What follows belongs to an exercise in optimizing a design on an open flow for small area; a production flow would make more cautious choices.
Function was checked by simulation only, so behaviour that the tests miss may differ from the original.
No activity file was given, so power comes from the tool's default toggle rates.

==> design.v <==
`timescale 1ns / 1ps
module timer_1ms(
	input wire clk,
	input wire rst,
	output reg clk_1ms,
	output wire tick);
	reg[1:0] cnt;
	assign tick = (cnt >= 1) & ~clk_1ms;
	always @(posedge clk)
		if (rst) begin
			cnt <= 0;
			clk_1ms <= 0;
		end
		else if (cnt >= 1) begin
			cnt <= 0;
			clk_1ms <= ~clk_1ms;
		end
		else begin
			cnt <= cnt+1;
		end
endmodule
`timescale 1ns / 1ps
module pbdebounce(
	input wire clk,
	input wire rst,
	input wire button,
	output reg pbreg);
	reg[7:0] pbshift;
	wire clk_1ms, tick_1ms;
	timer_1ms m0(clk, rst, clk_1ms, tick_1ms);
	wire[7:0] pbshift_next = {pbshift[6:0], button};
	always @(posedge clk) begin
		if (rst) begin
			pbshift <= 8'h00;
			pbreg <= 1'b0;
		end
		else if (tick_1ms) begin
			pbshift <= pbshift_next;
			if (pbshift_next == 8'h00)
				pbreg <= 1'b0;
			if (pbshift_next == 8'hFF)
				pbreg <= 1'b1;
		end
	end
endmodule
`timescale 1ns / 1ps
module timer_1ps(
	input wire clk,
	input wire rst,
	output reg clk_1ps,
	output wire tick);
	reg[1:0] cnt;
	assign tick = (cnt >= 2) & ~clk_1ps;
	always @(posedge clk)
		if (rst) begin
			cnt <= 0;
			clk_1ps <= 0;
		end
		else if (cnt >= 2) begin
			cnt <= 0;
			clk_1ps <= ~clk_1ps;
		end
		else begin
			cnt <= cnt+1;
		end
endmodule
`timescale 1ns / 1ps
module sw_gen_psec(
	input wire clk,
	input wire reset,
	input wire en,
	output wire carry,
	output reg[3:0] psec_low, psec_high);
	assign carry = en & (psec_low == 9) & (psec_high == 9);
	always @(posedge clk) begin
		if (reset) begin
			psec_low <= 0;
			psec_high <= 0;
		end
		else if (en)
			if (psec_low == 9) begin
				psec_low <= 0;
				if (psec_high == 9)
					psec_high <= 0;
				else
					psec_high <= psec_high + 1;
				end
			else
				psec_low <= psec_low + 1;
	end
endmodule
`timescale 1ns / 1ps
module sw_gen_sec(
	input wire clk,
	input wire reset,
	input wire en,
	output wire carry,
	output reg[3:0] sec_low, sec_high);
	assign carry = en & (sec_low == 9) & (sec_high == 5);
	always @(posedge clk) begin
		if (reset) begin
			sec_low <= 0;
			sec_high <= 0;
		end
		else if (en)
			if (sec_low == 9) begin
				sec_low <= 0;
				if (sec_high == 5)
					sec_high <= 0;
				else
					sec_high <= sec_high + 1;
				end
			else
				sec_low <= sec_low + 1;
	end
endmodule
`timescale 1ns / 1ps
module sw_gen_min(
	input wire clk,
	input wire reset,
	input wire en,
	output reg[3:0] min_low, min_high);
	always @(posedge clk) begin
		if (reset) begin
			min_low <= 0;
			min_high <= 0;
		end
		else if (en)
			if (min_low == 9) begin
				min_low <= 0;
				if (min_high == 9)
					min_high <= 0;
				else
					min_high <= min_high + 1;
				end
			else
				min_low <= min_low + 1;
	end
endmodule
`timescale 1ns / 1ps
module register24(
	input wire clk,
	input wire rst,
	input wire we,
	input wire[23:0] data_in,
	output reg[23:0] data_out);
	always @(posedge clk)
		if (rst)
			data_out <= 24'b0;
		else if (we)
			data_out <= data_in;
endmodule
`timescale 1ns / 1ps
module decoder_4_16(
	input wire[3:0] address,
	input wire wclk,
	output reg[15:0] Yi);
	always @* begin
		if (wclk == 1'b1)
			case (address[3:0])
				4'b0000: Yi = 16'h0001;
				4'b0001: Yi = 16'h0002;
				4'b0010: Yi = 16'h0004;
				4'b0011: Yi = 16'h0008;
				4'b0100: Yi = 16'h0010;
				4'b0101: Yi = 16'h0020;
				4'b0110: Yi = 16'h0040;
				4'b0111: Yi = 16'h0080;
				4'b1000: Yi = 16'h0100;
				4'b1001: Yi = 16'h0200;
				4'b1010: Yi = 16'h0400;
				4'b1011: Yi = 16'h0800;
				4'b1100: Yi = 16'h1000;
				4'b1101: Yi = 16'h2000;
				4'b1110: Yi = 16'h4000;
				4'b1111: Yi = 16'h8000;
			endcase
		else
			Yi = 16'h0000;
	end
endmodule
`timescale 1ns / 1ps
module mux_16_1(
	input wire clk,
	input wire rst,
	input wire rclk,
	input wire[3:0] address,
	input wire[23:0] regQ0, regQ1, regQ2, regQ3, regQ4,
		regQ5, regQ6, regQ7, regQ8, regQ9, regQ10,
		regQ11, regQ12, regQ13, regQ14, regQ15,
	output reg[23:0] data_out);
	always @(posedge clk) begin
		if (rst)
			data_out <= 24'b0;
		else if (rclk)
		case (address[3:0])
			4'b0000: data_out <= regQ0;
			4'b0001: data_out <= regQ1;
			4'b0010: data_out <= regQ2;
			4'b0011: data_out <= regQ3;
			4'b0100: data_out <= regQ4;
			4'b0101: data_out <= regQ5;
			4'b0110: data_out <= regQ6;
			4'b0111: data_out <= regQ7;
			4'b1000: data_out <= regQ8;
			4'b1001: data_out <= regQ9;
			4'b1010: data_out <= regQ10;
			4'b1011: data_out <= regQ11;
			4'b1100: data_out <= regQ12;
			4'b1101: data_out <= regQ13;
			4'b1110: data_out <= regQ14;
			4'b1111: data_out <= regQ15;
		endcase
	end
endmodule
`timescale 1ns / 1ps
module regfile(
	input wire clk, rst,
	input wire wclk, rclk,
	input wire[3:0] address,
	input wire[23:0] data_in,
	output wire[23:0] data_out);
	wire[15:0] Yi;
	wire[23:0] regQ0, regQ1, regQ2, regQ3, regQ4,
		regQ5, regQ6, regQ7, regQ8, regQ9, regQ10,
		regQ11, regQ12, regQ13, regQ14, regQ15;
	decoder_4_16 m0(address, wclk, Yi);
	mux_16_1 m1(clk, rst, rclk, address, regQ0, regQ1, regQ2, regQ3, regQ4,
		regQ5, regQ6, regQ7, regQ8, regQ9, regQ10,
		regQ11, regQ12, regQ13, regQ14, regQ15, data_out);
	register24 r0(clk, rst, Yi[0], data_in, regQ0),
		r1(clk, rst, Yi[1], data_in, regQ1),
		r2(clk, rst, Yi[2], data_in, regQ2),
		r3(clk, rst, Yi[3], data_in, regQ3),
		r4(clk, rst, Yi[4], data_in, regQ4),
		r5(clk, rst, Yi[5], data_in, regQ5),
		r6(clk, rst, Yi[6], data_in, regQ6),
		r7(clk, rst, Yi[7], data_in, regQ7),
		r8(clk, rst, Yi[8], data_in, regQ8),
		r9(clk, rst, Yi[9], data_in, regQ9),
		r10(clk, rst, Yi[10], data_in, regQ10),
		r11(clk, rst, Yi[11], data_in, regQ11),
		r12(clk, rst, Yi[12], data_in, regQ12),
		r13(clk, rst, Yi[13], data_in, regQ13),
		r14(clk, rst, Yi[14], data_in, regQ14),
		r15(clk, rst, Yi[15], data_in, regQ15);
endmodule
`timescale 1ns / 1ps
module display_16(
	input wire clk,
	input wire rst,
	input wire[15:0] digit,
	output reg[3:0] node,
	output reg[7:0] segment);
	reg[3:0] code;
	reg[3:0] count;
	always @(posedge clk) begin
		if (rst) begin
			node <= 4'b1111;
			code <= 4'b0;
			segment <= 8'b11111111;
			count <= 4'b0;
		end
		else begin
		case (count[3:2])
			2'b00: begin
				node <= 4'b1110;
				code <= digit[3:0];
			end
			2'b01: begin
				node <= 4'b1101;
				code <= digit[7:4];
			end
			2'b10: begin
				node <= 4'b1011;
				code <= digit[11:8];
			end
			2'b11: begin
				node <= 4'b0111;
				code <= digit[15:12];
			end
		endcase
		case (code)
			4'b0000: segment <= 8'b11000000;
			4'b0001: segment <= 8'b11111001;
			4'b0010: segment <= 8'b10100100;
			4'b0011: segment <= 8'b10110000;
			4'b0100: segment <= 8'b10011001;
			4'b0101: segment <= 8'b10010010;
			4'b0110: segment <= 8'b10000010;
			4'b0111: segment <= 8'b11111000;
			4'b1000: segment <= 8'b10000000;
			4'b1001: segment <= 8'b10010000;
			4'b1010: segment <= 8'b10001000;
			4'b1011: segment <= 8'b10000011;
			4'b1100: segment <= 8'b11000110;
			4'b1101: segment <= 8'b01111111;
			4'b1110: segment <= 8'b10000110;
			4'b1111: segment <= 8'b10001101;
			default: segment <= 8'b00000000;
		endcase
		count <= count + 1;
		end
	end
endmodule
`timescale 1ns / 1ps
module stop_watch(
	input wire clk,
	input wire rst,
	input wire start_stop, pause_resume,
	input wire record_recall, recall_mode,
	input wire[3:0] reg_address,
	output wire reg_exceed,
	output reg started, paused,
	output wire write, rmode,
	output wire[23:0] result);
	reg[3:0] rec_pos, dis_pos;
	reg start_d, pause_d, record_d;
	wire start_rise  = start_stop & ~start_d;
	wire pause_rise  = pause_resume & ~pause_d;
	wire record_rise = record_recall & ~record_d;
	wire record_fall = ~record_recall & record_d;
	reg reset;
	always @(posedge clk) begin
		if (rst) begin
			start_d <= 0;
			pause_d <= 0;
			record_d <= 0;
			started <= 0;
			paused <= 0;
			rec_pos <= 0;
			dis_pos <= 0;
			reset <= 0;
		end
		else begin
			start_d <= start_stop;
			pause_d <= pause_resume;
			record_d <= record_recall;
			if (start_rise) started <= ~started;
			if (pause_rise) paused <= ~paused;
			if (record_fall) begin
				if (started) begin
					rec_pos <= rec_pos + 1;
					dis_pos <= dis_pos + 1;
				end
				else
					if (dis_pos == rec_pos)
						dis_pos <= 0;
					else
						dis_pos <= dis_pos + 1;
			end
			if (reset) reset <= 0;
			else if (~started & start_stop) reset <= 1;
		end
	end
	wire clk_psec, tick_psec, clock_psec;
	timer_1ps psec_clock(clk, rst, clk_psec, tick_psec);
	assign clock_psec = started & (~paused) & tick_psec;
	wire clk_sec, clk_min;
	wire[3:0] sec_low, sec_high, min_low, min_high, psec_low, psec_high;
	sw_gen_psec PSEC(clk, rst | reset, clock_psec, clk_sec, psec_low, psec_high);
	sw_gen_sec SEC(clk, rst | reset, clk_sec, clk_min, sec_low, sec_high);
	sw_gen_min MIN(clk, rst | reset, clk_min, min_low, min_high);
	wire[23:0] timer_result;
	assign timer_result[23:20] = min_high[3:0] ;
	assign timer_result[19:16] = min_low[3:0] ;
	assign timer_result[15:12] = sec_high[3:0] ;
	assign timer_result[11:8]  = sec_low[3:0] ;
	assign timer_result[7:4]   = psec_high[3:0];
	assign timer_result[3:0]   = psec_low[3:0];
	wire[3:0] address;
	assign reg_exceed = recall_mode & (reg_address > rec_pos);
	assign address = (started) ? rec_pos : ((recall_mode) ? reg_address : dis_pos);
	wire[23:0] reg_out;
	assign write = (started & record_recall) | start_stop;
	regfile registers(clk, rst, started & record_rise, ~started, address, timer_result, reg_out);
	assign result = (started) ? timer_result : reg_out;
	assign rmode = recall_mode;
endmodule
`timescale 1ns / 1ps
module calc(
	input wire clk, 
	input wire rst,
	input wire start_in, pause_in,
	input wire record_in, recall_mode_in,
	input wire display_mode,  
	input wire[3:0] reg_address,
	output wire[3:0] anode,
	output wire[7:0] segment,
	output wire started_LED,
	output wire paused_LED,
	output wire write_LED,
	output wire mode_LED);
	reg[15:0] display_num;
	display_16 seven_seg(clk, rst, display_num, anode[3:0], segment[7:0]);
	wire start_stop, pause_resume, record_recall, recall_mode;
	pbdebounce p0(clk, rst, start_in, start_stop);
	pbdebounce p1(clk, rst, pause_in, pause_resume);
	pbdebounce p2(clk, rst, record_in, record_recall);
	pbdebounce p3(clk, rst, recall_mode_in, recall_mode);
	wire[23:0] result;
	wire reg_exceed;
	stop_watch sw(clk, rst,
		start_stop, pause_resume,
		record_recall, recall_mode,
		reg_address,
		reg_exceed,
		started_LED, paused_LED,
		write_LED, mode_LED,
		result);
	always @* begin
		if (reg_exceed)
			display_num = 16'hEFFD;  
		else
			case(display_mode)
				1'b0: display_num = result[23:8];
				1'b1: display_num = result[15:0];
			endcase
	end
endmodule
==> run.sh <==
#!/bin/bash
# synth_recipe.tcl (not shown) runs the flow's synth.tcl, then flattens the netlist and writes it again
# the make line also repeats each setting of config.mk as NAME=value (left out here)
make -C /OpenROAD-flow-scripts/flow DESIGN_CONFIG=/design/flow/config.mk WORK_HOME=/design/flow/orfs CLKGATE_MAP_FILE= SYNTH_SCRIPT=/design/flow/synth_recipe.tcl finish
==> config.mk <==
export PLATFORM = sky130hd
export DESIGN_NAME = calc
export DESIGN_NICKNAME = calc
export VERILOG_FILES = /design/flow/design.v
export SDC_FILE = /design/flow/constraint.sdc
export NUM_CORES = 4
export LEC_CHECK = 0
export CAP_MARGIN = 20
export CORE_MARGIN = 2
export CORE_UTILIZATION = 40
export SLEW_MARGIN = 20
==> constraint.sdc <==
create_clock -name core_clock -period 10.0 [get_ports {clk}]
set_input_delay 2.0000 -clock core_clock [delete_from_list [all_inputs] [get_ports {clk}]]
set_output_delay 2.0000 -clock core_clock [all_outputs]
set_load 0.01 [all_outputs]
==> summary.txt <==
Outcome
  • Status: no timing/DRC/antenna violations

Clocking
  • H-tree depth: 2
  • Setup Buffers After CTS: 0
  • # hold bufs at CTS: 0
  • CTS max path bufs: 3
  • Root Buffer: clkbuf_16
  • Clk slew on worst S/H paths: roughly 60 ps
  • Clk latency of the worst-skew pair: 640 ps
  • CTS Sinks: 513
  • Resize count post-CTS: 0
  • CTS tree: done
  • Total CTS buffers: 55

GRT
  • GRT Total Usage: ~25%
  • Grt ovf: 0
  • Initial antenna violation count: 1
  • Vias in the first global route: 18700
  • Largest net degree at the start of global routing: 245
  • First-pass GRT wire length: 113000 um

Setup path
  • Startpoint Class: input pin
  • R2R setup slack: roughly 6000 ps
  • Crit path kind: input pin to flop
  • R2R Path End: sw.registers.m1.data_out[1]
  • Worst Path Arrival: 5410 ps
  • RR Startpoint: sw.started
  • FF-to-FF path depth: 8
  • Worst Path Required: 10470 ps
  • CP endpoint kind: flop
  • Critical-path maximum fanout: 61

Synth
  • Synthesized area: between 0.02 and 0.025 mm^2
  • Area leader, netlist: dfxtp_1
  • Top-count cell post-synth: nand2_1
  • Number of synthesized flops with an enable pin: 0
  • Dominant cells by area after synthesis: dfxtp_1 (46%), nand2_1 (15%), a21oi_1 (9.7%), clkbuf_1 (3.2%), a22oi_1 (2.1%)
  • Area share of the leading cell type in the synthesized netlist: 45.8%
  • Synth warn: 12
  • FF+latch count, synth: 513
  • Post-synth top cells: nand2_1 (908), dfxtp_1 (513), a21oi_1 (435)
  • Predominant post-synthesis flop cell: dfxtp_1
  • Mean Syn Cell Area: 7.84 um^2
  • Register area share after synthesis: 45.8%
  • Net Count, Synth: a little under 3000
  • Async set-reset flop share out of synthesis: 0%
  • Post-synthesis cell count: 2858
  • Synth unique cells: about 70

Power
  • Switch share: 23.4%
  • Sequential power share: 49.4%
  • P per Cell Area: 172 mW/mm^2
  • Internal: 3270 uW
  • Maximum vdd drop: approximately 0.12 mV
  • Psw: 999 uW
  • Pleak: 0.00782 uW
  • Clock network power share: 46.7%
  • Comb pwr share: 4.0%

Placement
  • Post-DP HPWL: 45800 um
  • Placed cells: 3426
  • # port buffers: 26
  • Placer Congestion: 0.903

Route
  • Post-DRT Antenna Nets: 0
  • Final WL: between 70000 and 80000 um
  • DR pass1 iterations: 6
  • Vias: 20300
  • DRC Markers: 0
  • Via density: 5.75
  • Number of DRC markers in iteration 0: 2367
  • Avg WL per Cell: 21.0 um

Timing
  • Slew Limit Fails: 0
  • Layout Skew: roughly 34 ps
  • RSZ-0062 raised after global routing: no
  • Worst relative slew slack: 22.4%
  • Fin crit share: about half
  • Final setup fails: 0
  • Final min period: 4940 ps
  • F_max: 203 MHz
  • Final Hold Viols: 0
  • Setup TNS: 0 ps
  • WHS: between 400 and 500 ps
  • Worst slew pin tran: between 1000 and 1500 ps

Cells and area
  • Fillcell total: 5372
  • Area Overhead vs Synth: 10.8%
  • Layout cells sized above 1: roughly 8.6%
  • Non-filler cells, final: 3532
  • Final Net Count: 2768
  • Final Util: between 40% and 50%

Die
  • Initial Utilization: approximately two fifths
  • Placeable Area: about 0.055 mm^2
  • Die outline area: 0.0579 mm^2
  • Rows: 86
  • I/O pin cnt: 27
  • Die Ht: 241 um
  • Die W: around 240 um

Worst hold path
  • Hold depth: 1
  • WHS Endpoint: p1.m0.cnt[0]
  • Min-Delay Path Class: flop to flop
  • Worst hold start: p1.m0.cnt[0]

Run
  • MaxCap Viol Count: 0
## power groups by stage
stage               clock network, uW  logic [uW]  registers [uW]
global route                     2100         190            2110
global placement                    0         161            2150
detailed placement                  0         169            2150
CTS                              2020         170            2110
floorplan                           0         134            2140
finish                           1990         169            2110
## per-stage QoR
step                      total power (uW)  setup WS, ps  area [um^2]
after global placement                2310          4400        23000
after floorplan                       2270          6250        22400
after detailed placement              2320          4530        23000
after global routing                  4400          4930        24800
final                                 4260          5060        24800
after CTS                             4300          5140        24800
## layer usage
metal | wire length, um | share of wire [%] | GRT usage (%) | vias up
met4 | 3620 | 4.9 | 12.0 | 2
met2 | 32800 | 44 | 38.9 | 852
met5 | 14 | 0.019 | 0 | -
met1 | 31900 | 43 | 34.1 | 9722
li1 | - | - | - | 9571
met3 | 5950 | 8.0 | 4.44 | 168
## final cells by class
cell class                      count  area, um^2  area share (%)
Multi-Input combinational cell   2054       11000            44.3
Sequential cell                   513       10300            41.4
Clock buffer                       85        1610            6.48
Tap cell                          748         936            3.77
Timing Repair Buffer               87         766            3.08
Clock inverter                     17         153           0.615
Inverter                           27         101           0.408
Antenna cell                        1        2.50          0.0101
## worst max-delay path by stage
| stage | startpoint | end | slack, ps | depth (start not counted) |
|---|---|---|---|---|
| 2_1_floorplan | display_mode | seven_seg.code[3] | 6250 | 6 |
| 3_3_place_gp | reg_address[1] | sw.registers.r0.data_out[3] | 4400 | 9 |
| 3_5_place_dp | reg_address[1] | sw.registers.m1.data_out[1] | 4530 | 9 |
| 4_1_cts | sw.started | write_LED | 5140 | 4 |
| 5_1_grt | reg_address[1] | sw.registers.m1.data_out[1] | 4930 | 9 |
| 6_report | reg_address[1] | sw.registers.m1.data_out[1] | 5060 | 9 |
## kinds of logic (layout without fill, tap and decap cells)
kind of cell	Yosys count	after routing	synth area share (%)
flip-flops	513	513	45.8
adder cells (fa/ha/maj)	19	19	1.06
other	0	1	0
AO/OA/AOI/OAI	772	772	20.9
multiplexers	61	61	3.92
buffers and inverters	291	216	5.43
XOR/XNOR	27	27	1.05
AND/OR/NAND/NOR	1175	1175	21.8
## critical path: stages
cell             delay, ps
clkdlybuf4s50_1        540
mux2i_2                150
a21oi_4                180
buf_4                  650
nor4_1                 240
a22oi_1                510
o211ai_1               160
a2111oi_0              780
o21ai_0                150
## cell usage in the layout (no fill, tap or decap), types with 7 or more instances in the layout
| cell | n |
|---|---|
| nand2b_1 | 9 |
| xnor2_1 | 12 |
| a222oi_1 | 20 |
| clkbuf_8 | 12 |
| o21ai_0 | 62 |
| a31oi_1 | 23 |
| nor2_2 | 9 |
| a221o_1 | 40 |
| clkbuf_1 | 18 |
| nor3b_1 | 8 |
| mux2i_1 | 16 |
| inv_1 | 27 |
| nand3_1 | 27 |
| a22oi_1 | 64 |
| buf_4 | 56 |
| clkinv_2 | 12 |
| a2111oi_0 | 23 |
| o22ai_1 | 25 |
| nor4_1 | 9 |
| nor3_1 | 41 |
| nand2_1 | 906 |
| clkbuf_16 | 55 |
| clkdlybuf4s50_1 | 24 |
| a221oi_1 | 21 |
| nor2_1 | 85 |
| nand4_1 | 10 |
| or2_2 | 7 |
| xor2_1 | 15 |
| mux4_2 | 18 |
| mux2_2 | 24 |
| nor2b_1 | 14 |
| ha_1 | 19 |
| dfxtp_1 | 510 |
| a21oi_1 | 435 |
| o21ai_1 | 20 |

[re-timing with driven ports]
How much do the figures lean on ideal ports? The routed layout below was timed once more, with nothing changed but the port constraints. Step 1 (the two cells are an assumption about what drives the block):
set clk [get_ports {clk}]
set_driving_cell -lib_cell sky130_fd_sc_hd__clkbuf_16 $clk
set_driving_cell -lib_cell sky130_fd_sc_hd__buf_2 [delete_from_list [all_inputs] $clk]
Step 2 moves the port delays by t, midway between the first and last clock arrival at a register: inputs arrive t later, outputs are due t later. That takes back most of the time a late clock gives input paths. Three values: no drivers, after step 1, after step 2; two values: the first two.
shift t [ns]: 0.681
setup WS [ns]: 5.064 / 5.095 / 4.414
clock arrival spread, ns: 0.035 / 0.035
After both steps setup and hold are still met in this run. The setup slack of this run moves by +0.031 ns with the drivers and by -0.650 ns with both steps.
